From an optimization exercise on the open Yosys and OpenROAD flow, aimed at small area and a short achievable clock period; shortcuts taken in it are not production practice. Where RTL was checked, it was by simulation tests only, not by an equivalence proof against the original. The clock input has no modelled driver; a real chip could not lean on it and would need a root buffer or a full tree.

==> run X: inputs <==
Design ParallelFIR, start of the top module:
module ParallelFIR(input wire clk,
                   input wire signed [7:0] x,
                   output reg signed [17:0] y);
  reg [7:0] x1, x2, x3, x4, x5, x6, x7, x8, x9, x10, x11, x12, x13, x14, x15, x16, x17;
  ...
clock: 11.0 ns
lec_check: 0
cap_margin: 20
core_margin: 2
core_utilization: 50
slew_margin: 20
synth_hierarchical: 1
synth_minimum_keep_size: 0
standard.sh (not shown) runs the stock make flow with config.mk's settings and CLKGATE_MAP_FILE= SYNTH_SCRIPT=/design/flow/synth_recipe.tcl, a recipe that flattens the netlist after the stock synthesis.
==> flow/flow/run.sh <==
#!/bin/bash
# The standard layout, with repair_timing asked to keep extra setup margin
# (the SDC and its clock period are unchanged) so that it sizes the design for
# a shorter achieved period.  Each tool's output is in the ORFS logs; make's
# output is in standard.log.
set -e
export SETUP_SLACK_MARGIN=7.7
bash standard.sh > standard.log 2>&1
==> run H (differences from run X) <==
==> flow/flow/run.sh (replaced) <==
#!/bin/bash
# The standard layout, with repair_timing asked to keep extra setup margin
# (the SDC and its clock period are unchanged) so that it sizes the design for
# a shorter achieved period, and a clock tree of smaller buffers without dummy
# loads.  Each tool's output is in the ORFS logs; make's output is in standard.log.
set -e
export SETUP_SLACK_MARGIN=7.7
export CTS_ARGS="-sink_clustering_enable -repair_clock_nets -dont_use_dummy_load -buf_list {sky130_fd_sc_hd__clkbuf_4 sky130_fd_sc_hd__clkbuf_8} -sink_clustering_size 25"
bash standard.sh > standard.log 2>&1
==> metrics.csv <==
metric;value;unit
Final Core Density;0.5596;
Reg2Reg Setup Slack;7.82;ns
pin count of the biggest net entering global routing;12;
worst-path cell chain;clkdlybuf4s15_1;
status;complete, no violations;
via count;6362;
Total GRT Usage;0.1769;
final net count;1371;
fraction of area in multi-input gates;0.5125;
The numbers above come from run H.

==> metrics.csv <==
metric;value;unit
status;complete, no violations;
Final Core Density;0.5749;
worst-path cell chain;clkdlybuf4s15_2;
Reg2Reg Setup Slack;7.80;ns
Total GRT Usage;0.1756;
pin count of the biggest net entering global routing;15;
final net count;1354;
The numbers above come from run X.

No functional check of the RTL was part of any run of this note.

==> build 10 <==
ParallelFIR, a different RTL version from the one above (not shown whole).
Settings: LEC_CHECK=0, CAP_MARGIN=20, CORE_MARGIN=2, CORE_UTILIZATION=50, SLEW_MARGIN=20, SYNTH_HIERARCHICAL=1, SYNTH_MINIMUM_KEEP_SIZE=0; clock period 11.0 ns.
==> flow/flow/run.sh <==
#!/bin/bash
# The standard layout with these changes to how it is made (the SDC and
# its clock period are unchanged):
#  - repair_timing keeps extra setup margin, so that it sizes the design for a
#    shorter achieved period;
#  - the clock tree uses larger sink clusters and no dummy loads, and after CTS
#    its branch level is removed and the root split in four (flatten_clock.tcl),
#    so every register is clocked through one root buffer and one leaf buffer;
#  - the port buffers are buf_2 cells.
# Each tool's full output is in the ORFS logs; make's output is in
# standard_cts.log and standard.log, the clock edit's in flatten_clock.log.
set -e
export SETUP_SLACK_MARGIN=7.95
export CTS_ARGS="-sink_clustering_enable -repair_clock_nets -dont_use_dummy_load -buf_list sky130_fd_sc_hd__clkbuf_16 -sink_clustering_size 30 -sink_clustering_max_diameter 200"
export BUFFER_PORTS_ARGS="-buffer_cell sky130_fd_sc_hd__buf_2"
bash standard.sh cts > standard_cts.log 2>&1
CLK_ROOTS=4 CTS_ODB=$PWD/orfs/results/$FLOW_PLATFORM/ParallelFIR/base/4_cts.odb openroad -no_init -exit flow/flatten_clock.tcl > flatten_clock.log 2>&1
bash standard.sh > standard.log 2>&1
Other scripts of this flow, unchanged in this note and not shown: flow/flow/flatten_clock.tcl
==> inputs of trial 55, as changes to build 10 <==
--- a/flow/flow/run.sh
+++ b/flow/flow/run.sh
@@ -10,7 +10,7 @@
 # Each tool's full output is in the ORFS logs; make's output is in
 # standard_cts.log and standard.log, the clock edit's in flatten_clock.log.
 set -e
-export SETUP_SLACK_MARGIN=7.95
+export SETUP_SLACK_MARGIN=8.0
 export CTS_ARGS="-sink_clustering_enable -repair_clock_nets -dont_use_dummy_load -buf_list sky130_fd_sc_hd__clkbuf_16 -sink_clustering_size 30 -sink_clustering_max_diameter 200"
 export BUFFER_PORTS_ARGS="-buffer_cell sky130_fd_sc_hd__buf_2"
 bash standard.sh cts > standard_cts.log 2>&1
Settings changed: CORE_UTILIZATION 50 to 60, PLACE_DENSITY from default to 0.75.
==> inputs of trial 75, as changes to build 10 <==
--- a/flow/flow/run.sh
+++ b/flow/flow/run.sh
@@ -11,7 +11,7 @@
 # standard_cts.log and standard.log, the clock edit's in flatten_clock.log.
 set -e
 export SETUP_SLACK_MARGIN=7.95
-export CTS_ARGS="-sink_clustering_enable -repair_clock_nets -dont_use_dummy_load -buf_list sky130_fd_sc_hd__clkbuf_16 -sink_clustering_size 30 -sink_clustering_max_diameter 200"
+export CTS_ARGS="-sink_clustering_enable -repair_clock_nets -dont_use_dummy_load -buf_list {sky130_fd_sc_hd__clkbuf_8 sky130_fd_sc_hd__clkbuf_16} -sink_clustering_size 16 -sink_clustering_max_diameter 120"
 export BUFFER_PORTS_ARGS="-buffer_cell sky130_fd_sc_hd__buf_2"
 bash standard.sh cts > standard_cts.log 2>&1
 CLK_ROOTS=4 CTS_ODB=$PWD/orfs/results/$FLOW_PLATFORM/ParallelFIR/base/4_cts.odb openroad -no_init -exit flow/flatten_clock.tcl > flatten_clock.log 2>&1
==> inputs of build 33, as changes to build 10 <==
--- a/flow/flow/run.sh
+++ b/flow/flow/run.sh
@@ -10,7 +10,7 @@
 # Each tool's full output is in the ORFS logs; make's output is in
 # standard_cts.log and standard.log, the clock edit's in flatten_clock.log.
 set -e
-export SETUP_SLACK_MARGIN=7.95
+export SETUP_SLACK_MARGIN=8.0
 export CTS_ARGS="-sink_clustering_enable -repair_clock_nets -dont_use_dummy_load -buf_list sky130_fd_sc_hd__clkbuf_16 -sink_clustering_size 30 -sink_clustering_max_diameter 200"
 export BUFFER_PORTS_ARGS="-buffer_cell sky130_fd_sc_hd__buf_2"
 bash standard.sh cts > standard_cts.log 2>&1
==> summary of the runs <==
Of trial 75 and build 33, trial 75 has the higher critical path depth (gap 5). Maximum frequency: trial 75 < build 10 < build 33 < trial 55. In register-to-register slack, build 33 and trial 55 hardly differ. Design area, lowest first: trial 55, build 10, build 33, trial 75. Area after synthesis is the same in trial 75 and build 10.
==> figures <==
|  | build 33 | trial 55 | trial 75 | build 10 |
|---|---|---|---|---|
| Min Tclk post-route | 2957 ps | 2950 ps | 2968 ps | 2959 ps |
| Post-Route Skew | 83.85 ps | 71.16 ps | 44.21 ps | 83.37 ps |
| Drt wl/cell | 16.94 microns | 17.70 microns | 17.09 microns | 16.95 microns |
| Met2 layer usage reported by global route | 0.3018 | 0.3718 | 0.3024 | 0.3018 |
| Plain + repair buffers | 33 | 33 | 30 | 30 |
| Status | no timing/DRC/antenna violations | no timing/DRC/antenna violations | no timing/DRC/antenna violations | no timing/DRC/antenna violations |
| Non-Filler Cell Area, Final | 13910 sq um | 13820 sq um | 14030 sq um | 13840 sq um |
| Floorplan die height | 164.5 microns | 150.5 microns | 164.5 microns | 164.5 microns |
| End of the worst register-to-register path | p2_11_0$_DFF_P_ | p1_7_1$_DFF_P_ | p1_8_1$_DFF_P_ | p1_7_1$_DFF_P_ |
| Data arrival, critical path | 760 ps | 750 ps | 3150 ps | 3150 ps |
| Crit path to | y[16] | y[16] | p1_8_1$_DFF_P_ | p1_7_1$_DFF_P_ |
| Setup crit end kind | output pin | output pin | flip-flop | flip-flop |

[static timing again, ports no longer ideal]
In the flow no input, the clock included, has a driving cell. The finished layouts below were timed again as built, in two steps. Step 1: set_driving_cell puts a clkbuf_16 on clk and a buf_2 on each other input, an assumption about the parent block. Step 2 times the ports against the registers' clock, not the clock port: input delays grow and output delays shrink by t, the midpoint of the rising clock arrivals with the driver on. Slacks: ideal ports / drivers / drivers and shift; pairs: ideal ports / drivers.
| run | shift t [ns] | setup WS [ns] | hold slack, ns | worst setup path at the end | worst register clock-pin slew, ns |
|---|---|---|---|---|---|
| run X | 0.589 | 7.740 / 7.690 / 7.799 | 0.330 / 0.330 / 0.330 | register to register | 0.06 / 0.06 |
| run H | 0.583 | 7.749 / 7.705 / 7.820 | 0.327 / 0.327 / 0.327 | register to register | 0.06 / 0.06 |
| build 10 | 0.383 | 8.041 / 7.947 / 8.041 | 0.300 / 0.300 / 0.300 | register to register | 0.12 / 0.12 |
| trial 55 | 0.377 | 8.050 / 7.956 / 8.063 | 0.338 / 0.338 / 0.338 | register to register | 0.11 / 0.11 |
| trial 75 | 0.401 | 8.032 / 7.956 / 8.032 | 0.331 / 0.331 / 0.331 | register to register | 0.08 / 0.08 |
| build 33 | 0.384 | 8.043 / 7.946 / 8.062 | 0.300 / 0.300 / 0.300 | register to register | 0.12 / 0.12 |
After both steps every run listed still meets setup and hold.
